What follows belongs to an exercise in optimizing a design on an open flow for small area and a short achievable clock period; a production flow would make more cautious choices. RTL that was checked went through simulation tests only; none was proved equivalent to the original. The RTL of run 1 was laid out without a check of its function. No activity file was given, so power comes from the tool's default toggle rates.

[design.v]
`timescale 1ns/1ns
module fifo_75x32 (
  input  wire        clk,
  input  wire        srst,
  input  wire [73:0] din,
  input  wire        wr_en,
  input  wire        rd_en,
  output wire [73:0] rdata,
  output reg         rvalid,
  output reg         full,
  output reg         empty
);
reg [73:0] mem [0:31];
reg [4:0]  wptr;
reg [4:0]  last;    
reg [5:0]  count;
wire do_wr = wr_en & ~full;
wire do_rd = rd_en & ~empty;
always @(posedge clk) begin
  if (do_wr)
    mem[wptr] <= din;
end
reg [31:0] rsel;
reg [73:0] rd_or;
integer i;
always @(*) begin
  rsel = 32'd0;
  rsel[last] = 1'b1;
  rd_or = 74'd0;
  for (i = 0; i < 32; i = i + 1)
    rd_or = rd_or | (mem[i] & {74{rsel[i]}});
end
assign rdata = rd_or;
always @(posedge clk) begin
  if (srst) begin
    wptr   <= 5'd0;
    last   <= 5'd31;
    count  <= 6'd0;
    full   <= 1'b0;
    empty  <= 1'b1;
    rvalid <= 1'b0;
  end
  else begin
    rvalid <= do_rd;
    if (do_wr)
      wptr <= wptr + 5'd1;
    if (do_rd)
      last <= last + 5'd1;
    case ({do_wr, do_rd})
      2'b10: begin
        count <= count + 6'd1;
        full  <= (count == 6'd31);
        empty <= 1'b0;
      end
      2'b01: begin
        count <= count - 6'd1;
        full  <= 1'b0;
        empty <= (count == 6'd1);
      end
      default: ;
    endcase
  end
end
endmodule
`timescale 1ns/1ns
module db_req (
	input log_clk,
	input log_rst,
	input wire [15:0] src_id,
	input wire [15:0] des_id,
	input wire self_check_in,
	input wire nwr_req_in,
	output reg rapidIO_ready_o,
	input wire link_initialized,
	output reg nwr_ready_o,
	output reg nwr_busy_o,
	output wire nwr_done_o,
	output go,
	output wire user_tready_o,
	input wire [33:0] user_addr,
	input wire [3:0] user_ftype,
	input wire [3:0] user_ttype,
	input wire [11:0] user_tsize_in,
	input wire [63:0] user_tdata_in,
	input wire user_tvalid_in,
	input wire [7:0] user_tkeep_in,
	input wire user_tlast_in,
	output reg 			ireq_tvalid_o,
	input wire 			ireq_tready_in,
	output reg 			ireq_tlast_o,
	output reg [63:0]	ireq_tdata_o,
	output reg [7:0] 	ireq_tkeep_o,
	output reg [31:0] 	ireq_tuser_o,
	input             iresp_tvalid_in,
	output wire        iresp_tready_o,
	input             iresp_tlast_in,
	input      [63:0] iresp_tdata_in,
	input       [7:0] iresp_tkeep_in,
	input      [31:0] iresp_tuser_in
	);
localparam [3:0] DOORB = 4'hA;
localparam [3:0] NWR = 4'h5;
localparam [3:0] TNWR   = 4'h4;
localparam [2:0] IDLE_s = 3'h0;
localparam [2:0] DB_REQ_s = 3'h1;
localparam [2:0] DB_RESP_s = 3'h2;
localparam [2:0] NWR_s = 3'h3;
reg [2:0] state;
reg  [3:0] rst_cnt;
reg        log_rst_q;
always @(posedge log_clk or posedge log_rst) begin
	if (log_rst) begin
		rst_cnt   <= 4'd0;
		log_rst_q <= 1'b1;
	end
	else if (log_rst_q) begin
		rst_cnt <= rst_cnt + 4'd1;
		if (rst_cnt == 4'd15)
			log_rst_q <= 1'b0;
	end
end
reg nwr_done;
reg db_req_ena;
reg bit_reverse;
reg addr_bit;       
reg [4:0] nwr_8byte_cnt;
reg [4:0] nwr_packect_transfer_cnt;
reg [4:0] packect_transfer_times;
wire resp_hdr = (iresp_tdata_in[55:52] == DOORB) && (iresp_tuser_in[31:16] == 16'h00f0);
wire target_ready = resp_hdr && (iresp_tdata_in[31:16] == 16'h0100);
wire target_busy  = resp_hdr && (iresp_tdata_in[31:16] == 16'h01ff);
reg user_tvalid_r;
reg [63:0] user_tdata_r;
reg user_tlast_r;
reg [7:0] user_tkeep_r;
reg user_first_r;
reg [7:0] user_size;    
always @(posedge log_clk) begin
	if (log_rst_q)
		user_tvalid_r <= 1'b0;
	else
		user_tvalid_r <= user_tvalid_in;
	user_tdata_r <= user_tdata_in;
	user_tkeep_r <= user_tkeep_in;
	user_tlast_r <= user_tlast_in;
	user_first_r <= ~user_tvalid_r & user_tvalid_in;
	if (~user_tvalid_r & user_tvalid_in)
		user_size <= user_tdata_in[7:0];
end
reg fifo_rd_en;
wire [73:0] fifo_rdata;
wire fifo_rvalid, fifo_full, fifo_empty;
fifo_75x32 user_data_fifo (
	.clk(log_clk),
	.srst(log_rst_q),
	.din({user_first_r, user_tkeep_r, user_tlast_r, user_tdata_r}),
	.wr_en(user_tvalid_r),
	.rd_en(fifo_rd_en),
	.rdata(fifo_rdata),
	.rvalid(fifo_rvalid),
	.full(fifo_full),
	.empty(fifo_empty)
);
assign user_tready_o = ~fifo_full;
wire current_user_valid = fifo_rvalid;
wire current_user_first = fifo_rdata[73] & fifo_rvalid;
wire current_user_last  = fifo_rdata[64] & fifo_rvalid;
wire [63:0] current_user_data = fifo_rdata[63:0];
reg [7:0] keep_hold;
wire [7:0] current_user_keep = fifo_rvalid ? fifo_rdata[72:65] : keep_hold;
always @(posedge log_clk) begin
	if (log_rst_q)
		keep_hold <= 8'h0;
	else
		keep_hold <= current_user_keep;
end
always @(posedge log_clk) begin
	if (log_rst_q) begin
		state <= IDLE_s;
		nwr_ready_o <= 1'b0;
		nwr_busy_o <= 1'b0;
	end
	else begin
		case (state)
		IDLE_s: begin
			if (db_req_ena || self_check_in)
				state <= DB_REQ_s;
			else if (nwr_req_in)
				state <= NWR_s;
		end
		DB_REQ_s: begin
			if (ireq_tready_in)
				state <= DB_RESP_s;
		end
		DB_RESP_s: begin
			if (target_ready) begin
				nwr_ready_o <= 1'b1;
				state <= IDLE_s;
			end
			else if (target_busy) begin
				nwr_busy_o <= 1'b1;
				state <= IDLE_s;
			end
			else begin
				nwr_ready_o <= 1'b0;
				nwr_busy_o <= 1'b0;
			end
		end
		NWR_s: begin
			nwr_ready_o <= 1'b0;
			if (nwr_done)
				state <= IDLE_s;
		end
		default: state <= IDLE_s;
		endcase
	end
end
assign iresp_tready_o = 1'b1;
assign nwr_done_o = nwr_done;
assign go = 1'b0;
always @(posedge log_clk) begin
	if (log_rst_q) begin
		ireq_tvalid_o <= 1'b0;
		ireq_tlast_o <= 1'b0;
		ireq_tdata_o <= 64'h0;
		ireq_tkeep_o <= 8'h0;
		ireq_tuser_o <= 32'h0;
		fifo_rd_en <= 1'b0;
		nwr_8byte_cnt <= 5'h0;
		nwr_packect_transfer_cnt <= 5'h0;
		nwr_done <= 1'b0;
		rapidIO_ready_o <= 1'b1;
		db_req_ena <= 1'b0;
		packect_transfer_times <= 5'h0;
	end
	else begin
		ireq_tvalid_o <= 1'b0;
		ireq_tlast_o <= 1'b0;
		ireq_tdata_o <= 64'h0;
		ireq_tkeep_o <= 8'hff;
		ireq_tuser_o <= 32'h0;
		fifo_rd_en <= 1'b0;
		nwr_done <= 1'b0;
		rapidIO_ready_o <= (state == IDLE_s) || (state[2]);
		case (state)
		DB_REQ_s: begin
			db_req_ena <= 1'b0;
			if (ireq_tready_in) begin
				ireq_tdata_o <= {8'h00, DOORB, 4'h0, 1'b0, 2'h1, 1'b0, 12'b0,
				                 db_req_ena ? {6'h0, 1'b1, 8'h0, ~addr_bit} : 16'h0101, 16'h0};
				ireq_tvalid_o <= 1'b1;
				ireq_tlast_o <= 1'b1;
				ireq_tuser_o <= {src_id, des_id};
			end
		end
		DB_RESP_s: begin
			db_req_ena <= 1'b0;
		end
		NWR_s: begin
			db_req_ena <= 1'b1;
			if (current_user_last || ireq_tlast_o)
				fifo_rd_en <= 1'b0;
			else
				fifo_rd_en <= ~fifo_empty;
			ireq_tdata_o <= current_user_first ? {7'h0, bit_reverse, NWR, TNWR,
						1'b0, 2'h1, 1'b0, user_size, 2'h0, 13'h0, addr_bit, 20'h0}
						: (current_user_valid ? current_user_data : 64'h0);
			ireq_tvalid_o <= current_user_valid & ~ireq_tlast_o;
			ireq_tkeep_o <= current_user_keep;
			if (current_user_first) begin
				nwr_8byte_cnt <= 5'h0;
				nwr_packect_transfer_cnt <= 5'h0;
			end
			else if (current_user_valid) begin
				if (nwr_8byte_cnt == 5'd31)
					nwr_packect_transfer_cnt <= nwr_packect_transfer_cnt + 5'h1;
				nwr_8byte_cnt <= nwr_8byte_cnt + 5'h1;
			end
			if (current_user_last) begin
				nwr_8byte_cnt <= 5'h0;
				nwr_done <= 1'b1;
			end
			if (current_user_first)
				packect_transfer_times <= current_user_data[12:8];
			if (nwr_packect_transfer_cnt == packect_transfer_times)
				ireq_tlast_o <= current_user_last;
			else
				ireq_tlast_o <= (nwr_8byte_cnt == 5'd31);
		end
		default: ;
		endcase
	end
end
always @(posedge log_clk) begin
	if (log_rst_q)
		bit_reverse <= 1'b0;
	else if (nwr_done)
		bit_reverse <= ~bit_reverse;
end
always @(posedge log_clk) begin
	if (log_rst_q)
		addr_bit <= 1'b0;
	else
		addr_bit <= bit_reverse;
end
endmodule
[run.sh]
#!/bin/bash
# synth_recipe.tcl (not shown) runs the flow's synth.tcl, then flattens the netlist and writes it again
# the make line also repeats each setting of config.mk as NAME=value (left out here)
make -C /OpenROAD-flow-scripts/flow DESIGN_CONFIG=/design/flow/config.mk WORK_HOME=/design/flow/orfs CLKGATE_MAP_FILE= SYNTH_SCRIPT=/design/flow/synth_recipe.tcl finish
[config.mk]
export PLATFORM = sky130hd
export DESIGN_NAME = db_req
export DESIGN_NICKNAME = db_req
export VERILOG_FILES = /design/flow/design.v
export SDC_FILE = /design/flow/constraint.sdc
export NUM_CORES = 4
export LEC_CHECK = 0
export CAP_MARGIN = 20
export CORE_MARGIN = 2
export CORE_UTILIZATION = 40
export SLEW_MARGIN = 20
[constraint.sdc]
create_clock -name core_clock -period 5.0 [get_ports {log_clk}]
set_input_delay 1.0000 -clock core_clock [delete_from_list [all_inputs] [get_ports {log_clk}]]
set_output_delay 1.0000 -clock core_clock [all_outputs]
set_load 0.01 [all_outputs]
==> impl_metrics.yaml, run 1 <==
status:
  status: "timing/DRC/antenna clean"
cts:
  cts.clk_slew.worst_paths_ps: 70
  clk_path_buf_depth: 3
  htreeDepth: 4
  cts-resized-gates: 0
  cts.sinks: 2614
  cts_buffers: 241
  cts_setup_buffers: 0
  cts_tree: "built"
  root_buffer: "clkbuf_16"
  holdBufCountCts: 0
  clk_latency_ps: 910
sta:
  setup_violations: 0
  drv_slew: 0
  fin_crit_sh_pct: 91.0
  hold_viol: 0
  finClkSkew_ps: 75.1
  rsz0062_at_grt: "false"
  post-route-min-period_ps: 4550
  fin_setup_tns_ps: 0
  worst_pin_slew_ps: 1160
  clock.fmax_mhz: 220
  maxSlewHeadroom_pct: 22.7
worst_setup_path:
  critPathMaxFanout: 11
  r2r_start: "user_data_fifo.last[1]$_SDFFE_PP1P_"
  worst_setup_path_end_kind: "flop"
  critPathRequiredTime_ps: 5720
  crit_start: "user_data_fifo.last[1]$_SDFFE_PP1P_"
  crit_arrival_ps: 5270
  slowest_stage: "a2111oi_0"
  critPathMaxStageDelay_ps: 690
  crit_path_cell_trace: "inv_1, ha_1, xnor2_1, a22oi_2, buf_4, buf_4, a21oi_1, a31oi_1, nand3_1, nor4_1, o21ai_0, a2111oi_0, buf_4, o21ai_0"
  path_class: "reg2reg"
  critPathLaunchType: "flop"
  crit_top_cell: "buf_4"
synth:
  async_flop_share_pct: 0.191
  syn_area_per_cell_sq_um: 17.6
  yosys.area.top_type: "edfxtp_1"
  synth_edf_count: 2376
  synth.distinct_cells: 90
  synth_warnings: 2
  synth.ff_latch_count: 2614
  yosysTopAreaCellShare_pct: 76.5
  synth_area_leaders: "edfxtp_1 77%, a22oi_1 5.3%, dfxtp_1 5.0%"
  netlist_area_sq_mm: 0.0932
  syn-num-nets: 5572
  synth_top_flop_cell: "edfxtp_1"
  yosysSeqAreaShare_pct: 81.7
  synthCells: 5284
layout:
  seqCellArea_sq_mm: 0.0762
  nFillCells: 19300
  final_cell_area_sq_mm: 0.111
  area_delta_synth_final_pct: 19.3
  multiInputGateArea_sq_mm: 0.0163
  nNetsFinal: 6112
  final_layout_size_suffix_gt1_share_pct: 14.7
flow_run:
  drv_cap: 0
floorplanning:
  die_w_um: 487
  row_count: 177
  die_h_um: 487
  start_util_pct: 40.2
  die_area_sq_mm: 0.237
  coreArea_sq_mm: 0.232
  io-pin-count: 385
drt:
  via_count: 58600
  routed_wl_mm: 340
  dr.pass1.iters: 6
  wl_per_cell_um: 37.4
  drt_iter0_markers: 11000
  viasPerCell: 6.44
  antenna_left: 0
  drc_errors: 0
power:
  vdd_drop_max_v: 0.000542
  power_leakage_nw: 35.2
  power_density_mw_per_mm2: 604
  power_w: 0.0671
global_route:
  grt_usage_pct: 28.0
  grt_pass1_wl_mm: 459
  grt-ovfl-total: 0
  antenna_found_initial: 20
  grt_pass1_vias: 54700
  grt_start_max_net_pins: 75
placed_design:
  place.detailed.hpwl_mm: 192
  placed_cell_area_sq_mm: 0.103
  gp_congestion: 0.854
  portBuffers: 257
min_path:
  hold_class: "in2async"
[placed cells by master, fill, tap and decap left out, drive strengths merged, types with 13 or more instances in the layout]
| cell | n |
|---|---|
| buf | 355 |
| dfxtp | 233 |
| nand2 | 263 |
| a2111oi | 20 |
| edfxtp | 2376 |
| inv | 22 |
| ha | 16 |
| xor2 | 13 |
| nor4 | 27 |
| mux2i | 25 |
| clkbuf | 332 |
| a221oi | 96 |
| nor3 | 52 |
| clkinv | 85 |
| a31oi | 31 |
| nand4 | 107 |
| xnor2 | 13 |
| nor2b | 14 |
| diode | 21 |
| a22o | 121 |
| a221o | 30 |
| and3 | 52 |
| a222oi | 92 |
| clkdlybuf4s50 | 257 |
| nand3 | 102 |
| o21ai | 74 |
| o2111ai | 16 |
| nor2 | 181 |
| a21oi | 144 |
| bufinv | 24 |
| a22oi | 663 |
| o22ai | 34 |
[synth_stat cells (74+ instances only)]
cell type     n
a22oi_1     661
nand2_1     261
nand4_1     107
a21oi_1     143
a22o_1      121
dfxtp_1     233
a222oi_1     92
a221oi_1     96
nand3_1     102
nor2_1      176
buf_2        93
clkbuf_1    167
o21ai_0      74
edfxtp_1   2376
[state kept, by name (all words and copies together), names as in the netlist, 8 cells and up]
name / cells
keep_hold: 8
ireq_tuser_o: 32
ireq_tdata_o: 64
user_tkeep_r: 8
user_size: 8
user_data_fifo.mem: 2368
user_tdata_r: 64
ireq_tkeep_o: 8
[cell families (layout without fill, tap and decap cells)]
kind of cell               count (synthesis)  after routing  synth area share [%]
and+or+nand+nor                          861            861                  4.57
buffers and inverters                    331           1087                  1.51
adders and majority gates                 16             16                 0.215
DFF                                     2614           2614                  81.7
xor gates and xnor gates                  26             26                 0.252
other                                      2             23               0.00806
AOI/OAI and AO/OA                       1398           1398                  11.4
muxes                                     36             36                 0.401
[layer usage]
layer	vias up	share of wire, %	wire length [um]	global-route usage, %
li1	22900	-	-	-
met1	30100	37	127000	38.5
met2	4800	44	150000	42.2
met3	783	14	46700	7.24
met4	8	4.8	16500	12.2
met5	-	0.014	46	0
[power by group]
part           internal [W]  total, W  switching (W)  leakage [nW]
Combinational       0.00649    0.0216         0.0151          7.81
Clock                0.0107    0.0191        0.00836          4.02
Sequential           0.0255    0.0264       0.000947          23.4
Total                0.0427    0.0671         0.0244          35.2
[final timing paths]
check	endpoint	slack (ps)	depth (start not counted)
max reg2reg	ireq_tdata_o[25]$_SDFF_PP0_	450	14
min in group core_clock	addr_bit$_SDFF_PP0_	460	2
max in group asynchronous	log_rst_q$_DFF_PP1_	4420	2
min reg2reg	addr_bit$_SDFF_PP0_	460	2
min	rst_cnt[1]$_DFFE_PP0P_	320	2
max	ireq_tdata_o[25]$_SDFF_PP0_	450	14
[stage by stage]
stage / setup WS, ps / cells / util, % / hold WS (ps)
final: 448 / 9104 / 47.9 / 324
after global routing: 166 / 9094 / 47.9 / 323
after CTS: 504 / 9082 / 47.9 / 277
after detailed placement: 555 / 8623 / 44.3 / 451
after global placement: 499 / 8619 / 44.3 / 451
after floorplan: 337 / 5284 / - / 428
[final cells by class]
cell class | count | share of cell area (%)
antenna | 21 | 0.0473
clock buffer | 332 | 6.08
clock inverter | 127 | 1.35
inverter | 16 | 0.0540
multi-input combinational | 2339 | 14.7
sequential | 2614 | 68.5
tap | 3043 | 3.42
timing repair buffer | 612 | 5.85
[critical path, delay by kind of cell (launching register included)]
family / cells / cell delay [ps]
buffers and inverters: 4 / 960
AO/OA/AOI/OAI: 6 / 1770
AND/OR/NAND/NOR: 2 / 580
XOR/XNOR: 1 / 250
flip-flops: 1 / 310
adder cells (fa/ha/maj): 1 / 520
==> run 2: changes to the inputs <==
--- a/design.v
+++ b/design.v
@@ -6,2 +6,3 @@
   input  wire        wr_en,
+  input  wire        wr_en_next,    
   input  wire        rd_en,
@@ -9,2 +10,4 @@
   output reg         rvalid,
+  output reg         rfirst,
+  output reg         rlast,
   output reg         full,
@@ -12,27 +15,44 @@
 );
-reg [73:0] mem [0:31];
-reg [4:0]  wptr;
-reg [4:0]  last;    
+reg [31:0] wsel;    
+reg [31:0] rsel;    
 reg [5:0]  count;
+reg [31:0] we;      
 wire do_wr = wr_en & ~full;
 wire do_rd = rd_en & ~empty;
-always @(posedge clk) begin
-  if (do_wr)
-    mem[wptr] <= din;
-end
-reg [31:0] rsel;
+wire [31:0] rnext = {rsel[30:0], rsel[31]};    
+reg [73:0] mem [0:31];
+genvar g;
+generate
+  for (g = 0; g < 32; g = g + 1) begin : row
+    always @(posedge clk)
+      if (we[g])
+        mem[g] <= din;
+  end
+endgenerate
 reg [73:0] rd_or;
+reg        nf, nl;
 integer i;
 always @(*) begin
-  rsel = 32'd0;
-  rsel[last] = 1'b1;
   rd_or = 74'd0;
-  for (i = 0; i < 32; i = i + 1)
+  nf = 1'b0;
+  nl = 1'b0;
+  for (i = 0; i < 32; i = i + 1) begin
     rd_or = rd_or | (mem[i] & {74{rsel[i]}});
+    nf = nf | (mem[i][73] & rnext[i]);
+    nl = nl | (mem[i][64] & rnext[i]);
+  end
 end
 assign rdata = rd_or;
+wire [31:0] wsel_nx = do_wr ? {wsel[30:0], wsel[31]} : wsel;
+wire        full_nx = full ? ~do_rd : (count == 6'd31) & do_wr & ~do_rd;
+always @(posedge clk) begin
+  if (srst)
+    we <= 32'd0;
+  else
+    we <= {32{wr_en_next & ~full_nx}} & wsel_nx;
+end
 always @(posedge clk) begin
   if (srst) begin
-    wptr   <= 5'd0;
-    last   <= 5'd31;
+    wsel   <= 32'd1;
+    rsel   <= 32'h80000000;
     count  <= 6'd0;
@@ -41,2 +61,4 @@
     rvalid <= 1'b0;
+    rfirst <= 1'b0;
+    rlast  <= 1'b0;
   end
@@ -44,6 +66,8 @@
     rvalid <= do_rd;
+    rfirst <= do_rd & nf;
+    rlast  <= do_rd & nl;
     if (do_wr)
-      wptr <= wptr + 5'd1;
+      wsel <= {wsel[30:0], wsel[31]};
     if (do_rd)
-      last <= last + 5'd1;
+      rsel <= rnext;
     case ({do_wr, do_rd})
@@ -151,3 +175,3 @@
 wire [73:0] fifo_rdata;
-wire fifo_rvalid, fifo_full, fifo_empty;
+wire fifo_rvalid, fifo_rfirst, fifo_rlast, fifo_full, fifo_empty;
 fifo_75x32 user_data_fifo (
@@ -157,2 +181,3 @@
 	.wr_en(user_tvalid_r),
+	.wr_en_next(user_tvalid_in),
 	.rd_en(fifo_rd_en),
@@ -160,2 +185,4 @@
 	.rvalid(fifo_rvalid),
+	.rfirst(fifo_rfirst),
+	.rlast(fifo_rlast),
 	.full(fifo_full),
@@ -165,4 +192,4 @@
 wire current_user_valid = fifo_rvalid;
-wire current_user_first = fifo_rdata[73] & fifo_rvalid;
-wire current_user_last  = fifo_rdata[64] & fifo_rvalid;
+wire current_user_first = fifo_rfirst;
+wire current_user_last  = fifo_rlast;
 wire [63:0] current_user_data = fifo_rdata[63:0];
--- a/config.mk
+++ b/config.mk
@@ -8,4 +8,8 @@
 export CAP_MARGIN = 20
+export CELL_PAD_IN_SITES_DETAIL_PLACEMENT = 2
+export CELL_PAD_IN_SITES_GLOBAL_PLACEMENT = 2
 export CORE_MARGIN = 2
-export CORE_UTILIZATION = 40
+export CORE_UTILIZATION = 35
+export PLACE_DENSITY = 0.4
+export SETUP_SLACK_MARGIN = 2.4
 export SLEW_MARGIN = 20
==> impl_metrics.yaml, run 2 <==
worst_setup_path:
  path_class: "reg2reg"
  critPathMaxStageDelay_ps: 790
  critPathRequiredTime_ps: 5710
  slowest_stage: "dfxtp_4"
  worst_setup_path_end_kind: "flop"
  crit_arrival_ps: 3290
  crit_path_cell_trace: "buf_4, a22oi_1, nand4_1, nor3_1, a221oi_1"
  critPathMaxFanout: 22
  critPathLaunchType: "flop"
layout:
  layout_common_cells: "2376 x edfxtp_1, 709 x a22oi_1, 320 x clkbuf_16"
  final_common_cell: "edfxtp_1"
  largest_reg_flops: 2368
  regMostFlops: "user_data_fifo.mem"
  fin_cells: 9306
  final_layout_size_suffix_gt1_share_pct: 12.9
  nFillCells: 24800
  nNetsFinal: 5802
  reg_top3: "user_data_fifo.mem (2368), ireq_tdata_o (64), user_tdata_r (64)"
  area_delta_synth_final_pct: 19.1
drt:
  routed_wl_mm: 408
  drc_errors: 0
  dr.pass1.iters: 5
  viasPerCell: 6.08
  via_count: 56600
  drt_iter0_markers: 7087
  antenna_left: 0
  wl_per_cell_um: 43.8
cts:
  clk_path_buf_depth: 4
  cts.sinks: 2702
  cts_buffers: 307
  cts_tree: "built"
  holdBufCountCts: 0
  root_buffer: "clkbuf_16"
  cts.clk_slew.worst_paths_ps: 60
  clk_latency_ps: 910
  htreeDepth: 5
synth:
  synth_warnings: 3
  syn_area_per_cell_sq_um: 18.4
  synth_top_flop_cell: "edfxtp_1"
  yosysTopAreaCellShare_pct: 76.4
  synthMuxAreaShare_pct: 0.0656
  synth_compound_area_share_pct: 11.0
  synth_edf_count: 2376
  synth_top_family_by_area: "compound AO/OA/AOI/OAI gates"
  synth_commonest_cells: "2376 x edfxtp_1, 709 x a22oi_1, 321 x dfxtp_1"
  yosysSeqAreaShare_pct: 83.4
  syn-num-nets: 5350
  synth-xor-area-share_pct: 0.150
  synth-simple-area-share_pct: 3.91
  yosys.area.top_type: "edfxtp_1"
  synth-adder-area-share_pct: 0.107
  async_flop_share_pct: 0.185
  synth_area_leaders: "edfxtp_1 76%, dfxtp_1 6.9%, a22oi_1 5.7%"
  netlist_area_sq_mm: 0.0934
  synth.ff_latch_count: 2702
  synthCells: 5070
  synth_most_common_cell: "edfxtp_1"
  synth.distinct_cells: 57
sta:
  fin_crit_sh_pct: 51.6
  maxSlewHeadroom_pct: 21.1
  worst_pin_slew_ps: 1180
  drv_slew: 0
  setup_violations: 0
  finClkSkew_ps: 35.6
  clock.fmax_mhz: 387
  hold_viol: 0
  fin_setup_tns_ps: 0
  rsz0062_at_grt: "false"
  post-route-min-period_ps: 2580
placed_design:
  gp_congestion: 0.722
  portBuffers: 257
  placed_cells: 8722
  place.detailed.hpwl_mm: 193
global_route:
  grt_usage_pct: 29.5
  grt_pass1_wl_mm: 540
  use_met2_pct: 48.9
  use_met3_pct: 2.90
  antenna_found_initial: 28
  grt_start_max_net_pins: 75
  grt_pass1_vias: 57600
  grt-ovfl-total: 0
  busiest_layer: "met2"
  met1_usage_pct: 42.1
floorplanning:
  row_count: 189
  die_w_um: 521
  die_area_sq_mm: 0.271
  io-pin-count: 385
  start_util_pct: 35.2
  coreArea_sq_mm: 0.265
  die_h_um: 521
power:
  power_density_mw_per_mm2: 581
  vdd_drop_max_v: 0.000351
  power_leakage_nw: 35.2
flow_run:
  drv_cap: 0
min_path:
  hold_class: "in2async"
status:
  status: "timing/DRC/antenna clean"
## run 2: stage by stage
step                worst slack, ps  utilization (%)  hold slack, ps  area [sq um]  power [W]
floorplan                      2640                -             411         93400     0.0334
global placement               2010             38.2             433        101000     0.0427
detailed placement             2020             38.2             442        101000     0.0427
CTS                            2330             41.9             290        111000     0.0649
global route                   2400             41.9             359        111000     0.0665
finish                         2420             41.9             337        111000     0.0647
## run 2: repair_timing
action	4_1_cts	5_1_grt
setup buffers	17	7
endpoints found under the setup margin	180	6
gates resized for setup	190	5
## run 2: power breakdown
| group | switching [W] | internal, W |
|---|---|---|
| sequential | 0.00248 | 0.0251 |
| combinational | 0.0105 | 0.00482 |
| clock | 0.00926 | 0.0126 |
## run 2: critical path, delay by kind of cell, from the launching register on
family / cells / cell delay [ps]
DFF: 1 / 790
buffers and inverters: 1 / 570
AOI/OAI and AO/OA: 2 / 770
and+or+nand+nor: 2 / 230
## run 2: kinds of logic (layout without fill, tap and decap cells)
logic type / after synthesis / after routing
DFF: 2702 / 2702
AOI/OAI and AO/OA: 1320 / 1320
adders and majority gates: 8 / 8
xor gates and xnor gates: 16 / 16
buffers and inverters: 319 / 1017
other: 2 / 7
muxes: 6 / 6
and+or+nand+nor: 697 / 697
## run 2: worst paths after layout
check                                                    start                          end  slack [ps]  depth (start not counted)
max                        user_data_fifo.rsel[2]$_SDFFE_PP0P_   ireq_tkeep_o[6]$_SDFF_PP0_        2420                          5
min                                                    log_rst       rst_cnt[2]$_DFFE_PP0P_         340                          2
max reg2reg                user_data_fifo.rsel[2]$_SDFFE_PP0P_   ireq_tkeep_o[6]$_SDFF_PP0_        2420                          5
min reg2reg                             user_size[0]$_DFFE_PP_  ireq_tdata_o[36]$_SDFF_PP0_         460                          2
max in group asynchronous                              log_rst          log_rst_q$_DFF_PP1_        4410                          2
min in group core_clock                 user_size[0]$_DFFE_PP_  ireq_tdata_o[36]$_SDFF_PP0_         460                          2
## run 2: cell type report
class	instances	area (sq um)	area share (%)
multi-input cells	2049	14300	12.8
inverters	12	45.0	0.0405
clock buffers	483	9060	8.14
flip-flops and latches	2702	78200	70.3
clock inverters	72	440	0.396
diodes	5	12.5	0.0112
well taps	3533	4420	3.97
repair buffers	450	4770	4.29
## run 2: metal layers
metal | wire length [um] | part of all wire (%) | vias up
li1 | - | - | 22000
met1 | 179000 | 44 | 31800
met2 | 196000 | 48 | 2252
met3 | 22900 | 5.6 | 499
met4 | 9520 | 2.3 | 4
met5 | 31 | 0.0076 | -
==> run 3: changes to the inputs <==
--- a/config.mk
+++ b/config.mk
@@ -13,3 +13,3 @@
 export PLACE_DENSITY = 0.4
-export SETUP_SLACK_MARGIN = 2.4
+export SETUP_SLACK_MARGIN = 2.8
 export SLEW_MARGIN = 20
==> impl_metrics.yaml, run 3 <==
status:
  status: "timing/DRC/antenna clean"
power:
  power_density_mw_per_mm2: 587
  power_leakage_nw: 35.7
  vdd_drop_max_v: 0.000383
global_route:
  grt_start_max_net_pins: 75
  grt_pass1_wl_mm: 546
  grt-ovfl-total: 0
  grt_pass1_vias: 57900
  antenna_found_initial: 24
  grt_usage_pct: 29.9
floorplanning:
  coreArea_sq_mm: 0.265
  die_area_sq_mm: 0.271
  row_count: 189
  start_util_pct: 35.2
  io-pin-count: 385
  die_h_um: 521
  die_w_um: 521
drt:
  dr.pass1.iters: 6
  routed_wl_mm: 416
  antenna_left: 0
  via_count: 57000
  drc_errors: 0
  viasPerCell: 6.09
  drt_iter0_markers: 6759
  wl_per_cell_um: 44.5
sta:
  drv_slew: 0
  fin_setup_tns_ps: 0
  fin_crit_sh_pct: 48.1
  finClkSkew_ps: 45.9
  clock.fmax_mhz: 416
  setup_violations: 0
  post-route-min-period_ps: 2410
  worst_pin_slew_ps: 1210
  hold_viol: 0
  hold_slack_ps: 362
  maxSlewHeadroom_pct: 19.4
  rsz0062_at_grt: "true"
synth:
  syn_area_per_cell_sq_um: 18.4
  async_flop_share_pct: 0.185
  yosys.area.top_type: "edfxtp_1"
  synth_edf_count: 2376
  synth_warnings: 3
  yosysSeqAreaShare_pct: 83.4
  yosysTopAreaCellShare_pct: 76.4
  synth_most_common_cell: "edfxtp_1"
  synth_commonest_cells: "2376 x edfxtp_1, 709 x a22oi_1, 321 x dfxtp_1"
  synth.ff_latch_count: 2702
  synth_top_flop_cell: "edfxtp_1"
  synthCells: 5070
  synth_area_leaders: "edfxtp_1 76%, dfxtp_1 6.9%, a22oi_1 5.7%"
  synth.distinct_cells: 57
  syn-num-nets: 5350
  netlist_area_sq_mm: 0.0934
worst_setup_path:
  r2r_setup_slack_ps: 2760
  worstReg2RegEnd: "user_data_fifo.rlast$_SDFF_PP0_"
  crit_arrival_ps: 1410
  worst_setup_path_end_kind: "primary output"
  worst-r2r-cell-count: 5
  crit_family: "flip-flops"
  cp_num_buf_inv: 1
  r2r_start: "user_data_fifo.rsel[15]$_SDFFE_PP0P_"
  critPathLaunchType: "flop"
  crit_path_cell_trace: "buf_6"
  crit_start: "ireq_tdata_o[56]$_SDFF_PP0_"
  crit_end: "ireq_tdata_o[56]"
  critPathRequiredTime_ps: 4000
  path_class: "reg2out"
  critPathMaxStageDelay_ps: 410
  cp.depth: 1
  critPathMaxFanout: 1
  slowest_stage: "dfxtp_4"
layout:
  final_common_cell: "edfxtp_1"
  nFillCells: 24700
  multiInputGateArea_sq_mm: 0.0145
  reg_top3: "user_data_fifo.mem (2368), ireq_tdata_o (64), user_tdata_r (64)"
  nNetsFinal: 5861
  largest_reg_flops: 2368
  area_delta_synth_final_pct: 20.7
  final_layout_size_suffix_gt1_share_pct: 16.8
  seqCellArea_sq_mm: 0.0783
  layout_common_cells: "2376 x edfxtp_1, 709 x a22oi_1, 314 x clkbuf_16"
  final_cell_area_sq_mm: 0.113
  regMostFlops: "user_data_fifo.mem"
placed_design:
  place.detailed.hpwl_mm: 188
  gp_congestion: 0.721
  portBuffers: 257
  placed_cell_area_sq_mm: 0.101
cts:
  cts.clk_slew.worst_paths_ps: 60
  root_buffer: "clkbuf_16"
  cts.sinks: 2702
  clk_path_buf_depth: 4
  htreeDepth: 5
  cts_tree: "built"
  cts_buffers: 306
  clk_latency_ps: 870
flow_run:
  drv_cap: 0
min_path:
  hold_class: "in2async"
## run 3: cell types whose count changed in the layout (fill, tap and decap cells not counted), sizes merged, moves of 2 or more
cell and change:
bufbuf +4, diode +2, clkinvlp -2, clkinv +13
bufinv +7, dlygate4sd2 -86, clkbuf -23, clkdlybuf4s15 -22
buf +161
## run 3: report_power, final
| group | switching [W] | total (W) | internal, W |
|---|---|---|---|
| Clock | 0.00925 | 0.0217 | 0.0124 |
| Sequential | 0.00162 | 0.0267 | 0.0251 |
| Combinational | 0.0121 | 0.0178 | 0.00569 |
| Total | 0.0229 | 0.0662 | 0.0432 |
## run 3: what timing repair did
action                                  CTS  global route
cloned                                    5             3
resized for setup                       676            77
endpoints found under the setup margin  243           171
setup buffers                            83            17
hold buffers                              0             0
pin swaps                                 1             5
## run 3: cells by family after synthesis
family          after synthesis  synth area share, %
flops                      2702                 83.4
compound gates             1320                 11.0
simple gates                697                 3.91
buf+inv                     319                 1.38
xor+xnor                     16                0.150
fa+ha+maj                     8                0.107
mux                           6               0.0656
other cells                   2              0.00804
## run 3: worst min-delay path by stage
| stage | end | slack, ps | cells past startpoint |
|---|---|---|---|
| floorplan | fifo_rd_en$_SDFF_PP0_ | 410 | 1 |
| global placement | ireq_tdata_o[36]$_SDFF_PP0_ | 430 | 2 |
| detailed placement | ireq_tdata_o[40]$_SDFF_PP0_ | 440 | 2 |
| CTS | rst_cnt[3]$_DFFE_PP0P_ | 300 | 2 |
| global route | rst_cnt[3]$_DFFE_PP0P_ | 330 | 2 |
| finish | rst_cnt[0]$_DFFE_PP0P_ | 360 | 2 |
## run 3: layer usage
metal | track usage [%] | wire [um] | vias to the layer above
li1 | - | - | 22200
met1 | 42.5 | 182000 | 32300
met2 | 49.9 | 202000 | 2012
met3 | 2.88 | 22000 | 465
met4 | 6.29 | 9470 | 2
met5 | 0 | 7 | -
## run 3: layout make-up
| class | instances | area share (%) |
|---|---|---|
| Sequential cell | 2702 | 69.5 |
| Multi-Input combinational cell | 2049 | 12.9 |
| Clock buffer | 457 | 7.65 |
| Timing Repair Buffer | 510 | 5.30 |
| Tap cell | 3533 | 3.92 |
| Clock inverter | 91 | 0.677 |
| Inverter | 12 | 0.0444 |
| Antenna cell | 7 | 0.0155 |
## run 3: per-stage QoR
stage	worst slack [ps]	total power [W]	utilization, %	std cells
after floorplan	2750	0.0334	-	5070
after global placement	1930	0.0424	38.1	8697
after detailed placement	1950	0.0425	38.1	8698
after CTS	2550	0.0661	42.2	9334
after global routing	2560	0.0679	42.5	9357
final	2590	0.0662	42.5	9361
==> run 4: changes to the inputs <==
--- a/config.mk
+++ b/config.mk
@@ -12,2 +12,4 @@
 export CORE_UTILIZATION = 35
+export CTS_CLUSTER_DIAMETER = 80
+export CTS_CLUSTER_SIZE = 30
 export PLACE_DENSITY = 0.4
==> impl_metrics.yaml, run 4 <==
synth:
  yosys.area.top_type: "edfxtp_1"
  synth_warnings: 3
  synth_top_flop_cell: "edfxtp_1"
  yosysTopAreaCellShare_pct: 76.4
  synth.ff_latch_count: 2702
  synthCells: 5070
  synth_most_common_cell: "edfxtp_1"
  synth.distinct_cells: 57
  netlist_area_sq_mm: 0.0934
  syn-num-nets: 5350
  yosysSeqAreaShare_pct: 83.4
  synth_commonest_cells: "2376 x edfxtp_1, 709 x a22oi_1, 321 x dfxtp_1"
  synth_edf_count: 2376
  syn_area_per_cell_sq_um: 18.4
  async_flop_share_pct: 0.185
  synth_area_leaders: "edfxtp_1 76%, dfxtp_1 6.9%, a22oi_1 5.7%"
floorplanning:
  die_w_um: 521
  io-pin-count: 385
  start_util_pct: 35.2
  row_count: 189
  die_area_sq_mm: 0.271
  coreArea_sq_mm: 0.265
  die_h_um: 521
power:
  power_leakage_nw: 33.7
  swShare_pct: 36.9
  p_seq_share_pct: 44.8
  power_density_mw_per_mm2: 544
  power.switching_w: 0.0218
  p_int_w: 0.0372
  p_comb_share_pct: 30.2
  vdd_drop_max_v: 0.000480
  p_clk_share_pct: 25.0
worst_setup_path:
  cp_num_buf_inv: 1
  critPathMaxFanout: 1
  crit_path_cell_trace: "buf_6"
  critPathMaxStageDelay_ps: 420
  crit_arrival_ps: 1360
  critPathLaunchType: "flop"
  crit_family: "flip-flops"
  slowest_stage: "dfxtp_4"
  critPathRequiredTime_ps: 4000
  worst_setup_path_end_kind: "primary output"
  path_class: "reg2out"
  worst-r2r-cell-count: 6
  cp.depth: 1
drt:
  met1_length_mm: 184
  top_layer: "met5"
  antenna_left: 0
  viasPerCell: 6.14
  via_count: 55800
  drc_errors: 0
  wl_met3_mm: 18.7
  routed_wl_mm: 409
  dr_wl_met2_mm: 199
  dr.pass1.iters: 5
  wl_per_cell_um: 45.0
  drt_iter0_markers: 7113
placed_design:
  portBuffers: 257
  gp_congestion: 0.721
  placed_cells: 8698
  place_ws_ps: 1950
  place.detailed.hpwl_mm: 188
sta:
  post-route-min-period_ps: 2360
  hold_slack_ps: 380
  fin_setup_tns_ps: 0
  maxSlewHeadroom_pct: 19.8
  rsz0062_at_grt: "true"
  setup_violations: 0
  fin_crit_sh_pct: 47.3
  drv_slew: 0
  worst_pin_slew_ps: 1200
  clock.fmax_mhz: 423
  setup_ws_ps: 2640
  hold_viol: 0
  finClkSkew_ps: 48.9
global_route:
  grt_start_max_net_pins: 75
  grt_pass1_wl_mm: 538
  antenna_found_initial: 25
  grt_pass1_vias: 56000
  grt-ovfl-total: 0
  grt_usage_pct: 29.5
cts:
  htreeDepth: 4
  cts.clk_slew.worst_paths_ps: 100
  holdBufCountCts: 0
  cts.sinks: 2702
  clk_latency_ps: 850
  cts_tree: "built"
  cts_buffers: 145
  root_buffer: "clkbuf_16"
  clk_path_buf_depth: 3
status:
  status: "timing/DRC/antenna clean"
layout:
  layout_common_cells: "2376 x edfxtp_1, 709 x a22oi_1, 233 x a221oi_1"
  regMostFlops: "user_data_fifo.mem"
  nFillCells: 25000
  nNetsFinal: 5719
  reg_top3: "user_data_fifo.mem (2368), ireq_tdata_o (64), user_tdata_r (64)"
  final_layout_size_suffix_gt1_share_pct: 15.3
  largest_reg_flops: 2368
  fin_cells: 9100
  area_delta_synth_final_pct: 16.2
  final_common_cell: "edfxtp_1"
flow_run:
  drv_cap: 0
min_path:
  hold_class: "in2async"
run 4: cell types whose count changed in the layout (fill, tap and decap cells not counted), moves of 19 or more:
cell       before  now
clkbuf_8       29    2
inv_8           0   20
clkbuf_1      117    9
clkinv_2       43   12
buf_4         120  141
inv_6           6   25
clkinv_1       27    5
clkbuf_16     314  155
run 4: per-layer routing:
layer / global-route usage, % / vias to the layer above
met1: 42.8 / 32000
li1: - / 21700
met4: 4.81 / 10
met3: 2.40 / 281
met2: 49.4 / 1774
met5: 0 / -
run 4: worst paths after layout:
kind	endpoint	startpoint	slack, ps
worst max register to register	ireq_tdata_o[26]$_SDFF_PP0_	user_data_fifo.rsel[2]$_SDFFE_PP0P_	2780
max in group asynchronous	log_rst_q$_DFF_PP1_	log_rst	4380
worst min-delay path	rst_cnt[3]$_DFFE_PP0P_	log_rst	380
min in group core_clock	user_data_fifo.wsel[11]$_SDFF_PP0_	user_data_fifo.wsel[10]$_SDFF_PP0_	460
worst min register to register	user_data_fifo.wsel[11]$_SDFF_PP0_	user_data_fifo.wsel[10]$_SDFF_PP0_	460
worst max-delay path	ireq_tdata_o[56]	ireq_tdata_o[56]$_SDFF_PP0_	2640
run 4: metrics by stage:
step                      power [W]  cell area, sq um  util, %
after global placement       0.0424            101000     38.1
after CTS                    0.0590            108000     40.7
after detailed placement     0.0425            101000     38.1
final                        0.0591            109000     40.9
after global routing         0.0607            109000     40.9
after floorplan              0.0334             93400        -
run 4: kinds of logic after synthesis:
family                     count (synthesis)  share of synthesized area, %
xor gates and xnor gates                  16                         0.150
buffers and inverters                    319                          1.38
other                                      2                       0.00804
adders and majority gates                  8                         0.107
and+or+nand+nor                          697                          3.91
muxes                                      6                        0.0656
AOI/OAI and AO/OA                       1320                          11.0
DFF                                     2702                          83.4
run 4: final cells by class:
cell class	instances	area [sq um]	area share, %
clock buffer	164	3890	3.58
inverter	12	55.1	0.0507
antenna	6	15.0	0.0138
timing repair buffer	529	6100	5.62
tap	3533	4420	4.07
multi-input combinational	2049	14500	13.4
sequential	2702	78300	72.2
clock inverter	105	1230	1.14
run 4: worst register-to-register path: stages (launching register included):
cell      delay [ps]
dfxtp_4          540
buf_16           300
a22o_1           440
a221oi_1         300
nand4_1          190
nor3_2           250
nor2_1            80
run 4: power by group through the flow:
stage,sequential (W),combinational (W),clock [W]
after floorplan,0.0259,0.00752,0
after global placement,0.0283,0.0142,0
after detailed placement,0.0283,0.0142,0
after CTS,0.0266,0.0174,0.0150
after global routing,0.0265,0.0185,0.0157
final,0.0265,0.0178,0.0148
run 4: what timing repair did:
action	4_1_cts	5_1_grt
cloned	4	2
gates resized for setup	670	79
pin swaps	1	4
setup buffers	99	22
endpoints found under the setup margin	243	154
==> run 5: changes to the inputs <==
--- a/design.v
+++ b/design.v
@@ -15,3 +15,3 @@
 );
-reg [31:0] wsel;    
+reg [4:0]  wptr;    
 reg [31:0] rsel;    
@@ -45,3 +45,3 @@
 assign rdata = rd_or;
-wire [31:0] wsel_nx = do_wr ? {wsel[30:0], wsel[31]} : wsel;
+wire [4:0]  wptr_nx = wptr + {4'd0, do_wr};
 wire        full_nx = full ? ~do_rd : (count == 6'd31) & do_wr & ~do_rd;
@@ -51,3 +51,3 @@
   else
-    we <= {32{wr_en_next & ~full_nx}} & wsel_nx;
+    we <= {31'd0, wr_en_next & ~full_nx} << wptr_nx;
 end
@@ -55,3 +55,3 @@
   if (srst) begin
-    wsel   <= 32'd1;
+    wptr   <= 5'd0;
     rsel   <= 32'h80000000;
@@ -68,4 +68,3 @@
     rlast  <= do_rd & nl;
-    if (do_wr)
-      wsel <= {wsel[30:0], wsel[31]};
+    wptr <= wptr_nx;
     if (do_rd)
--- a/config.mk
+++ b/config.mk
@@ -12,3 +12,3 @@
 export CORE_UTILIZATION = 35
-export CTS_CLUSTER_DIAMETER = 80
+export CTS_CLUSTER_DIAMETER = 60
 export CTS_CLUSTER_SIZE = 30
==> impl_metrics.yaml, run 5 <==
cts:
  root_buffer: "clkbuf_16"
  cts_tree: "built"
  holdBufCountCts: 0
  clk_path_buf_depth: 4
  clk_latency_ps: 930
  cts.sinks: 2675
  cts.clk_slew.worst_paths_ps: 100
  htreeDepth: 4
  cts_buffers: 216
drt:
  via_count: 56400
  antenna_left: 0
  wl_per_cell_um: 45.2
  drc_errors: 0
  viasPerCell: 6.19
  drt_iter0_markers: 7636
  dr.pass1.iters: 5
  routed_wl_mm: 412
synth:
  synth.distinct_cells: 59
  async_flop_share_pct: 0.187
  yosysSeqAreaShare_pct: 83.6
  synth_commonest_cells: "2376 x edfxtp_1, 698 x a22oi_1, 294 x dfxtp_1"
  syn_area_per_cell_sq_um: 18.6
  yosys.area.top_type: "edfxtp_1"
  synth_most_common_cell: "edfxtp_1"
  netlist_area_sq_mm: 0.0925
  synth_area_leaders: "edfxtp_1 77%, dfxtp_1 6.4%, a22oi_1 5.7%"
  syn-num-nets: 5253
  synth.ff_latch_count: 2675
  synth_edf_count: 2376
  yosysTopAreaCellShare_pct: 77.1
  synth_warnings: 3
  synthCells: 4971
  synth_top_flop_cell: "edfxtp_1"
worst_setup_path:
  critPathMaxStageDelay_ps: 410
  critPathRequiredTime_ps: 4000
  worst-r2r-cell-count: 6
  path_class: "reg2out"
  crit_start: "ireq_tdata_o[7]$_SDFF_PP0_"
  worst_setup_path_end_kind: "primary output"
  crit_arrival_ps: 1450
  critPathMaxFanout: 1
  cp.depth: 1
  cp_num_buf_inv: 1
  crit_family: "flip-flops"
  slowest_stage: "dfxtp_4"
  critPathLaunchType: "flop"
  r2r_start: "user_data_fifo.rsel[28]$_SDFFE_PP0P_"
  crit_path_cell_trace: "buf_6"
placed_design:
  portBuffers: 257
  place.detailed.hpwl_mm: 184
  gp_congestion: 0.732
layout:
  area_delta_synth_final_pct: 19.3
  final_common_cell: "edfxtp_1"
  regMostFlops: "user_data_fifo.mem"
  layout_common_cells: "2376 x edfxtp_1, 695 x a22oi_1, 232 x a22o_1"
  reg_top3: "user_data_fifo.mem (2368), ireq_tdata_o (64), user_tdata_r (64)"
  nNetsFinal: 5702
  largest_reg_flops: 2368
  final_layout_size_suffix_gt1_share_pct: 18.0
sta:
  rsz0062_at_grt: "true"
  clock.fmax_mhz: 409
  setup_violations: 0
  finClkSkew_ps: 50.0
  post-route-min-period_ps: 2450
  maxSlewHeadroom_pct: 22.6
  drv_slew: 0
  fin_crit_sh_pct: 48.9
  hold_viol: 0
  worst_pin_slew_ps: 1160
  fin_setup_tns_ps: 0
global_route:
  antenna_found_initial: 26
  grt_usage_pct: 30.0
  grt_pass1_wl_mm: 542
  grt_pass1_vias: 56300
  grt_start_max_net_pins: 75
  grt-ovfl-total: 0
power:
  power_leakage_nw: 34.7
  power_w: 0.0709
  vdd_drop_max_v: 0.000516
  power_density_mw_per_mm2: 642
floorplanning:
  coreArea_sq_mm: 0.263
  die_h_um: 518
  start_util_pct: 35.2
  die_w_um: 518
  io-pin-count: 385
  die_area_sq_mm: 0.269
  row_count: 188
flow_run:
  drv_cap: 0
min_path:
  hold_class: "in2async"
status:
  status: "timing/DRC/antenna clean"
run 5: changes by cell type in the layout (fill, tap and decap cells not counted), sizes merged, moves of 6 or more:
| cell | previous run | this run |
|---|---|---|
| nand2 | 165 | 102 |
| inv | 61 | 97 |
| nor2 | 88 | 120 |
| clkbuf | 166 | 232 |
| clkinv | 37 | 55 |
| dfxtp | 321 | 294 |
| nor2b | 35 | 5 |
| a22oi | 709 | 698 |
| a21oi | 85 | 54 |
| clkinvlp | 10 | 18 |
| a221oi | 235 | 241 |
run 5: power by group:
part,switching (W),internal [W],total (W)
sequential,0.00225,0.0268,0.0291
combinational,0.0163,0.00700,0.0233
clock,0.00947,0.00903,0.0185
total,0.0280,0.0429,0.0709
run 5: layer usage:
| layer | wire length (um) | vias up | track usage (%) |
|---|---|---|---|
| li1 | - | 21700 | - |
| met1 | 182000 | 32100 | 43.3 |
| met2 | 196000 | 2242 | 49.0 |
| met3 | 25300 | 392 | 3.59 |
| met4 | 8600 | 4 | 6.01 |
| met5 | 22 | - | 0 |
run 5: layout make-up:
type | instances | area, sq um
clock inverter | 166 | 1970
fill | 24400 | 152000
antenna | 2 | 5.00
sequential | 2675 | 77800
multi-input combinational | 1984 | 14500
inverter | 13 | 48.8
timing repair buffer | 530 | 6190
clock buffer | 231 | 5530
tap | 3515 | 4400
run 5: final timing paths:
check | to | slack, ps
max in group asynchronous | log_rst_q$_DFF_PP1_ | 4450
min | rst_cnt[3]$_DFFE_PP0P_ | 310
min in group core_clock | ireq_tdata_o[38]$_SDFF_PP0_ | 460
max | ireq_tdata_o[7] | 2550
max reg2reg | ireq_tdata_o[27]$_SDFF_PP0_ | 2770
min reg2reg | ireq_tdata_o[38]$_SDFF_PP0_ | 460
run 5: worst register-to-register path, cell delays in order, from the launching register on:
cell	delay, ps
dfxtp_4	470
buf_12	280
a22o_1	430
a221oi_1	230
nand4_1	210
nor3_2	400
nor2_1	80
run 5: through the flow:
stage	util (%)	cells	hold WS [ps]	setup slack (ps)	area, sq um
2_1_floorplan	-	4971	413	2690	92600
3_3_place_gp	38.2	8585	440	2160	100000
3_5_place_dp	38.2	8585	446	2160	100000
4_1_cts	41.7	9090	265	2500	110000
5_1_grt	42.0	9116	327	2530	110000
6_report	42.0	9116	311	2550	110000
run 5: cell families (layout without fill, tap and decap cells):
| group | after synthesis | in the layout | share of synthesized area (%) |
|---|---|---|---|
| AOI/OAI and AO/OA | 1292 | 1292 | 11.0 |
| xor gates and xnor gates | 19 | 19 | 0.180 |
| adders and majority gates | 10 | 10 | 0.135 |
| buffers and inverters | 312 | 940 | 1.30 |
| DFF | 2675 | 2675 | 83.6 |
| muxes | 5 | 5 | 0.0554 |
| other | 2 | 4 | 0.00811 |
| and+or+nand+nor | 656 | 656 | 3.77 |
run 5: repair_timing:
| item | 4_1_cts | 5_1_grt |
|---|---|---|
| setup endpoints to repair | 204 | 178 |
| setup buffers | 101 | 21 |
| gates cloned | 7 | 1 |
| resized for setup | 667 | 94 |
| pin swaps | 2 | 13 |
| endpoints found under the hold margin | 0 | 0 |
==> run 6: changes to the inputs <==
--- a/config.mk
+++ b/config.mk
@@ -12,3 +12,3 @@
 export CORE_UTILIZATION = 35
-export CTS_CLUSTER_DIAMETER = 60
+export CTS_CLUSTER_DIAMETER = 80
 export CTS_CLUSTER_SIZE = 30
==> impl_metrics.yaml, run 6 <==
status:
  status: "timing/DRC/antenna clean"
synth:
  synth_warnings: 3
  yosys.area.top_type: "edfxtp_1"
  yosysTopAreaCellShare_pct: 77.1
  synth.ff_latch_count: 2675
  netlist_area_sq_mm: 0.0925
  synth_area_leaders: "edfxtp_1 77%, dfxtp_1 6.4%, a22oi_1 5.7%"
  synth.distinct_cells: 59
  syn_area_per_cell_sq_um: 18.6
  synth_most_common_cell: "edfxtp_1"
  yosysSeqAreaShare_pct: 83.6
  async_flop_share_pct: 0.187
  synthCells: 4971
  synth_commonest_cells: "2376 x edfxtp_1, 698 x a22oi_1, 294 x dfxtp_1"
  synth_top_flop_cell: "edfxtp_1"
  syn-num-nets: 5253
  synth_edf_count: 2376
cts:
  clk_path_buf_depth: 3
  root_buffer: "clkbuf_16"
  cts.sinks: 2675
  cts_buffers: 144
  holdBufCountCts: 0
  cts.clk_slew.worst_paths_ps: 100
  clk_latency_ps: 840
  htreeDepth: 4
  cts_tree: "built"
worst_setup_path:
  worst_setup_path_end_kind: "primary output"
  critPathLaunchType: "flop"
  crit_family: "flip-flops"
  crit_arrival_ps: 1360
  slowest_stage: "dfxtp_4"
  path_class: "reg2out"
  cp_num_buf_inv: 1
  critPathRequiredTime_ps: 4000
  crit_path_cell_trace: "buf_6"
  critPathMaxFanout: 1
  critPathMaxStageDelay_ps: 410
floorplanning:
  die_h_um: 518
  die_area_sq_mm: 0.269
  die_w_um: 518
  io-pin-count: 385
  row_count: 188
  coreArea_sq_mm: 0.263
  start_util_pct: 35.2
sta:
  worst_pin_slew_ps: 1160
  clock.fmax_mhz: 424
  drv_slew: 0
  fin_crit_sh_pct: 47.2
  hold_viol: 0
  maxSlewHeadroom_pct: 22.7
  setup_violations: 0
  fin_setup_tns_ps: 0
  finClkSkew_ps: 52.5
  rsz0062_at_grt: "true"
  post-route-min-period_ps: 2360
drt:
  dr.pass1.iters: 6
  viasPerCell: 6.22
  routed_wl_mm: 412
  via_count: 56000
  drc_errors: 0
  wl_per_cell_um: 45.8
  drt_iter0_markers: 7831
  antenna_left: 0
layout:
  final_cell_area_sq_mm: 0.108
  area_delta_synth_final_pct: 16.8
  nFillCells: 24600
  reg_top3: "user_data_fifo.mem (2368), ireq_tdata_o (64), user_tdata_r (64)"
  final_common_cell: "edfxtp_1"
  fin_cells: 9000
  nNetsFinal: 5644
  final_layout_size_suffix_gt1_share_pct: 16.1
  largest_reg_flops: 2368
  regMostFlops: "user_data_fifo.mem"
  layout_common_cells: "2376 x edfxtp_1, 697 x a22oi_1, 234 x a221oi_1"
global_route:
  grt_start_max_net_pins: 75
  grt_pass1_wl_mm: 537
  grt-ovfl-total: 0
  grt_usage_pct: 29.8
  antenna_found_initial: 30
  grt_pass1_vias: 55300
power:
  p_seq_share_pct: 43.2
  p_clk_share_pct: 21.9
  power_density_mw_per_mm2: 623
  p_int_w: 0.0402
  power_leakage_nw: 33.7
  power.switching_w: 0.0270
  swShare_pct: 40.2
  vdd_drop_max_v: 0.000477
  p_comb_share_pct: 34.8
placed_design:
  gp_congestion: 0.732
  portBuffers: 257
  place.detailed.hpwl_mm: 184
  placed_cells: 8585
  placed_cell_area_sq_mm: 0.100
min_path:
  hold_class: "in2async"
flow_run:
  drv_cap: 0
## run 6: cell count changes in the layout (fill, tap and decap cells not counted), moves of 4 or more
cell,before,now
inv_16,1,5
clkbuf_16,219,155
clkinvlp_4,18,6
clkinv_8,30,13
inv_6,36,25
nor3_2,18,14
buf_4,141,158
clkbuf_1,10,5
inv_8,35,14
buf_12,85,79
## run 6: what timing repair did
action,CTS,global route
endpoints found under the setup margin,203,173
gates cloned,5,4
pin swaps,3,14
setup buffers,91,44
resized for setup,669,83
## run 6: layout make-up
class                      count  area [sq um]  area share (%)
clock buffer                 161          3870            3.58
antenna                        4          10.0         0.00926
tap                         3515          4400            4.07
inverter                      13          48.8          0.0452
sequential                  2675         77800            72.0
timing repair buffer         544          6230            5.76
clock inverter               104          1290            1.20
multi-input combinational   1984         14500            13.4
## run 6: worst paths after layout
path | cells past startpoint | startpoint | to | slack [ps]
max | 1 | ireq_tdata_o[36]$_SDFF_PP0_ | ireq_tdata_o[36] | 2640
min | 2 | log_rst | rst_cnt[3]$_DFFE_PP0P_ | 390
max reg2reg | 5 | user_data_fifo.rsel[8]$_SDFFE_PP0P_ | ireq_tdata_o[24]$_SDFF_PP0_ | 2660
min reg2reg | 2 | user_size[7]$_DFFE_PP_ | ireq_tdata_o[43]$_SDFF_PP0_ | 470
max in group asynchronous | 2 | log_rst | log_rst_q$_DFF_PP1_ | 4370
min in group core_clock | 2 | user_size[7]$_DFFE_PP_ | ireq_tdata_o[43]$_SDFF_PP0_ | 470
## run 6: through the flow
| stage | hold WS [ps] | worst slack [ps] | utilization, % | power, W |
|---|---|---|---|---|
| 6_report | 389 | 2640 | 41.1 | 0.0673 |
| 5_1_grt | 370 | 2590 | 41.1 | 0.0690 |
| 4_1_cts | 329 | 2570 | 40.8 | 0.0667 |
| 3_5_place_dp | 446 | 2160 | 38.2 | 0.0493 |
| 3_3_place_gp | 440 | 2160 | 38.2 | 0.0492 |
| 2_1_floorplan | 413 | 2690 | - | 0.0371 |
## run 6: kinds of logic (layout without fill, tap and decap cells)
logic type      count (synthesis)  count (layout)  share of synthesized area, %
xor+xnor                       19              19                         0.180
fa+ha+maj                      10              10                         0.135
flops                        2675            2675                          83.6
simple gates                  656             656                          3.77
buf+inv                       312             822                          1.30
mux                             5               5                        0.0554
compound gates               1292            1292                          11.0
other cells                     2               6                       0.00811
## run 6: layer usage
metal	GRT usage (%)	wire length, um	part of all wire, %
met5	0	0	0
met4	5.17	7400	1.8
met3	3.04	23100	5.6
met2	49.1	197000	48
met1	43.3	185000	45
## run 6: power by group through the flow
stage	Combinational [W]	Clock, W	Sequential (W)
floorplan	0.00855	0	0.0285
global placement	0.0179	0	0.0312
detailed placement	0.0180	0	0.0313
CTS	0.0222	0.0150	0.0294
global route	0.0241	0.0157	0.0292
finish	0.0234	0.0148	0.0291
==> run 7: changes to the inputs <==
--- a/config.mk
+++ b/config.mk
@@ -15,3 +15,3 @@
 export PLACE_DENSITY = 0.4
-export SETUP_SLACK_MARGIN = 2.8
+export SETUP_SLACK_MARGIN = 2.7
 export SLEW_MARGIN = 20
==> impl_metrics.yaml, run 7 <==
cts:
  cts_tree: "built"
  clk_path_buf_depth: 3
  cts.clk_slew.worst_paths_ps: 100
  cts_buffers: 144
  clk_latency_ps: 840
  htreeDepth: 4
  root_buffer: "clkbuf_16"
  cts.sinks: 2675
sta:
  post-route-min-period_ps: 2370
  clock.fmax_mhz: 422
  fin_setup_tns_ps: 0
  rsz0062_at_grt: "true"
  fin_crit_sh_pct: 47.3
  maxSlewHeadroom_pct: 21.7
  setup_ws_ps: 2630
  setup_violations: 0
  hold_viol: 0
  hold_slack_ps: 382
  drv_slew: 0
  worst_pin_slew_ps: 1170
  finClkSkew_ps: 48.5
worst_setup_path:
  crit_path_cell_trace: "buf_6"
  cp_num_buf_inv: 1
  crit_family: "flip-flops"
  slowest_stage: "dfxtp_4"
  critPathLaunchType: "flop"
  r2r_start: "user_data_fifo.rsel[24]$_SDFFE_PP0P_"
  worst-r2r-cell-count: 6
  r2r_setup_slack_ps: 2690
  critPathMaxStageDelay_ps: 410
  critPathMaxFanout: 1
  crit_arrival_ps: 1370
  path_class: "reg2out"
  worstReg2RegEnd: "ireq_tdata_o[16]$_SDFF_PP0_"
  worst_setup_path_end_kind: "primary output"
  critPathRequiredTime_ps: 4000
drt:
  routed_wl_mm: 408
  dr.pass1.iters: 5
  drt_iter0_markers: 7320
  drc_errors: 0
  antenna_left: 0
  via_count: 55600
  wl_per_cell_um: 45.5
  viasPerCell: 6.20
power:
  swShare_pct: 40.1
  p_seq_share_pct: 44.1
  p_clk_share_pct: 22.2
  power_density_mw_per_mm2: 619
  power_leakage_nw: 33.4
  vdd_drop_max_v: 0.000502
  power.switching_w: 0.0267
  p_int_w: 0.0399
  p_comb_share_pct: 33.7
layout:
  final_common_cell: "edfxtp_1"
  nFillCells: 24700
  area_delta_synth_final_pct: 16.2
  regMostFlops: "user_data_fifo.mem"
  fin_cells: 8965
  final_layout_size_suffix_gt1_share_pct: 15.4
  largest_reg_flops: 2368
  layout_common_cells: "2376 x edfxtp_1, 697 x a22oi_1, 234 x a221oi_1"
  reg_top3: "user_data_fifo.mem (2368), ireq_tdata_o (64), user_tdata_r (64)"
  nNetsFinal: 5609
synth:
  yosys.area.top_type: "edfxtp_1"
  syn_area_per_cell_sq_um: 18.6
  synth_edf_count: 2376
  yosysTopAreaCellShare_pct: 77.1
  synth.distinct_cells: 59
  synth_commonest_cells: "2376 x edfxtp_1, 698 x a22oi_1, 294 x dfxtp_1"
  yosysSeqAreaShare_pct: 83.6
  synth_area_leaders: "edfxtp_1 77%, dfxtp_1 6.4%, a22oi_1 5.7%"
  synth.ff_latch_count: 2675
  synthCells: 4971
  netlist_area_sq_mm: 0.0925
  syn-num-nets: 5253
  synth_warnings: 3
  synth_top_flop_cell: "edfxtp_1"
  async_flop_share_pct: 0.187
  synth_most_common_cell: "edfxtp_1"
floorplanning:
  die_area_sq_mm: 0.269
  row_count: 188
  die_w_um: 518
  die_h_um: 518
  io-pin-count: 385
  coreArea_sq_mm: 0.263
  start_util_pct: 35.2
global_route:
  grt_pass1_vias: 55400
  grt_usage_pct: 29.6
  antenna_found_initial: 30
  grt_pass1_wl_mm: 535
  grt-ovfl-total: 0
  grt_start_max_net_pins: 75
flow_run:
  drv_cap: 0
placed_design:
  place_ws_ps: 2160
  portBuffers: 257
  gp_congestion: 0.732
  place.detailed.hpwl_mm: 184
  placed_cells: 8585
status:
  status: "timing/DRC/antenna clean"
min_path:
  hold_class: "in2async"
run 7: cell counts after synthesis:
Identical to the previous run, type by type.
run 7: how the worst max path moves through the flow:
| stage | from | endpoint | cells after the start |
|---|---|---|---|
| after floorplan | user_data_fifo.empty$_SDFFE_PP1P_ | user_data_fifo.count[5]$_SDFFE_PP0P_ | 11 |
| after global placement | user_data_fifo.rsel[17]$_SDFFE_PP0P_ | ireq_tkeep_o[7]$_SDFF_PP0_ | 5 |
| after detailed placement | user_data_fifo.rsel[17]$_SDFFE_PP0P_ | ireq_tkeep_o[7]$_SDFF_PP0_ | 5 |
| after CTS | ireq_tdata_o[7]$_SDFF_PP0_ | ireq_tdata_o[7] | 1 |
| after global routing | ireq_tdata_o[7]$_SDFF_PP0_ | ireq_tdata_o[7] | 1 |
| final | ireq_tdata_o[36]$_SDFF_PP0_ | ireq_tdata_o[36] | 1 |
run 7: cell type report:
| cell class | count | area [sq um] | share of cell area, % |
|---|---|---|---|
| flip-flops and latches | 2675 | 77800 | 72.3 |
| multi-input cells | 1984 | 14400 | 13.4 |
| repair buffers | 509 | 5820 | 5.41 |
| well taps | 3515 | 4400 | 4.09 |
| clock buffers | 161 | 3870 | 3.59 |
| clock inverters | 104 | 1290 | 1.20 |
| inverters | 13 | 48.8 | 0.0454 |
| diodes | 4 | 10.0 | 0.00931 |
run 7: power by group through the flow:
stage / registers [W] / logic (W) / clock network (W)
floorplan: 0.0285 / 0.00855 / 0
global placement: 0.0312 / 0.0179 / 0
detailed placement: 0.0313 / 0.0180 / 0
CTS: 0.0297 / 0.0215 / 0.0150
global route: 0.0295 / 0.0231 / 0.0157
finish: 0.0293 / 0.0224 / 0.0148
run 7: logic make-up (layout without fill, tap and decap cells):
kind of cell | count (synthesis) | count (layout) | share of synthesized area, %
mux | 5 | 5 | 0.0554
buf+inv | 312 | 787 | 1.30
flops | 2675 | 2675 | 83.6
compound gates | 1292 | 1292 | 11.0
simple gates | 656 | 656 | 3.77
fa+ha+maj | 10 | 10 | 0.135
xor+xnor | 19 | 19 | 0.180
other cells | 2 | 6 | 0.00811
run 7: timing repair:
item,4_1_cts,5_1_grt
endpoints found under the hold margin,0,0
setup endpoints to repair,199,143
cloned,4,1
hold buffers,0,0
pin swaps,1,10
setup buffers,75,28
resized for setup,642,64
run 7: through the flow:
stage                     instance area (sq um)  power, W  util, %
after global routing                     108000    0.0682     40.9
after global placement                   100000    0.0492     38.2
after CTS                                107000    0.0662     40.7
after floorplan                           92600    0.0371        -
after detailed placement                 100000    0.0493     38.2
final                                    108000    0.0665     40.9
run 7: metal layers:
metal	GRT usage [%]	vias up	wire length, um	share of wire (%)
li1	-	21400	-	-
met1	43.1	31900	184000	45
met2	48.7	1977	195000	48
met3	2.94	314	21600	5.3
met4	4.91	2	7120	1.7
met5	0	-	11	0.0027

[what the ideal ports hide]
Ports are ideal in the flow. The routed layouts listed here were re-timed in OpenROAD. Step 1, drivers: a clkbuf_16 drives log_clk and a buf_2 each remaining input, both assumed. Step 2 moves the port delays by t, midway between the first and last clock arrival at a register: inputs arrive t later, outputs are due t later. That takes back most of the time a late clock gives input paths. Three values: ideal, step 1, step 2; two values: the first two.
| run | t (ns) | setup slack, ns | worst setup path after step 2 | clock arrival spread, ns | slew at the worst register clock pin (ns) |
|---|---|---|---|---|---|
| run 1 | 0.966 | 0.448 / 0.448 / 0.448 | register to register | 0.080 / 0.080 | 0.07 / 0.07 |
| run 2 | 0.984 | 2.419 / 2.355 / 2.100 | input to register | 0.037 / 0.036 | 0.07 / 0.07 |
| run 3 | 0.950 | 2.594 / 2.495 / 2.106 | input to register | 0.047 / 0.047 | 0.07 / 0.07 |
| run 4 | 0.920 | 2.635 / 2.539 / 2.138 | input to register | 0.050 / 0.050 | 0.12 / 0.12 |
| run 5 | 0.993 | 2.555 / 2.461 / 2.166 | input to register | 0.063 / 0.063 | 0.10 / 0.10 |
| run 6 | 0.913 | 2.639 / 2.546 / 2.171 | input to register | 0.055 / 0.056 | 0.12 / 0.12 |
| run 7 | 0.917 | 2.633 / 2.539 / 2.175 | input to register | 0.055 / 0.055 | 0.12 / 0.12 |
After both steps every run listed still meets setup and hold. For run 4, which loses most, drivers alone change the setup slack by -0.096 ns; drivers and shift together by -0.497 ns.
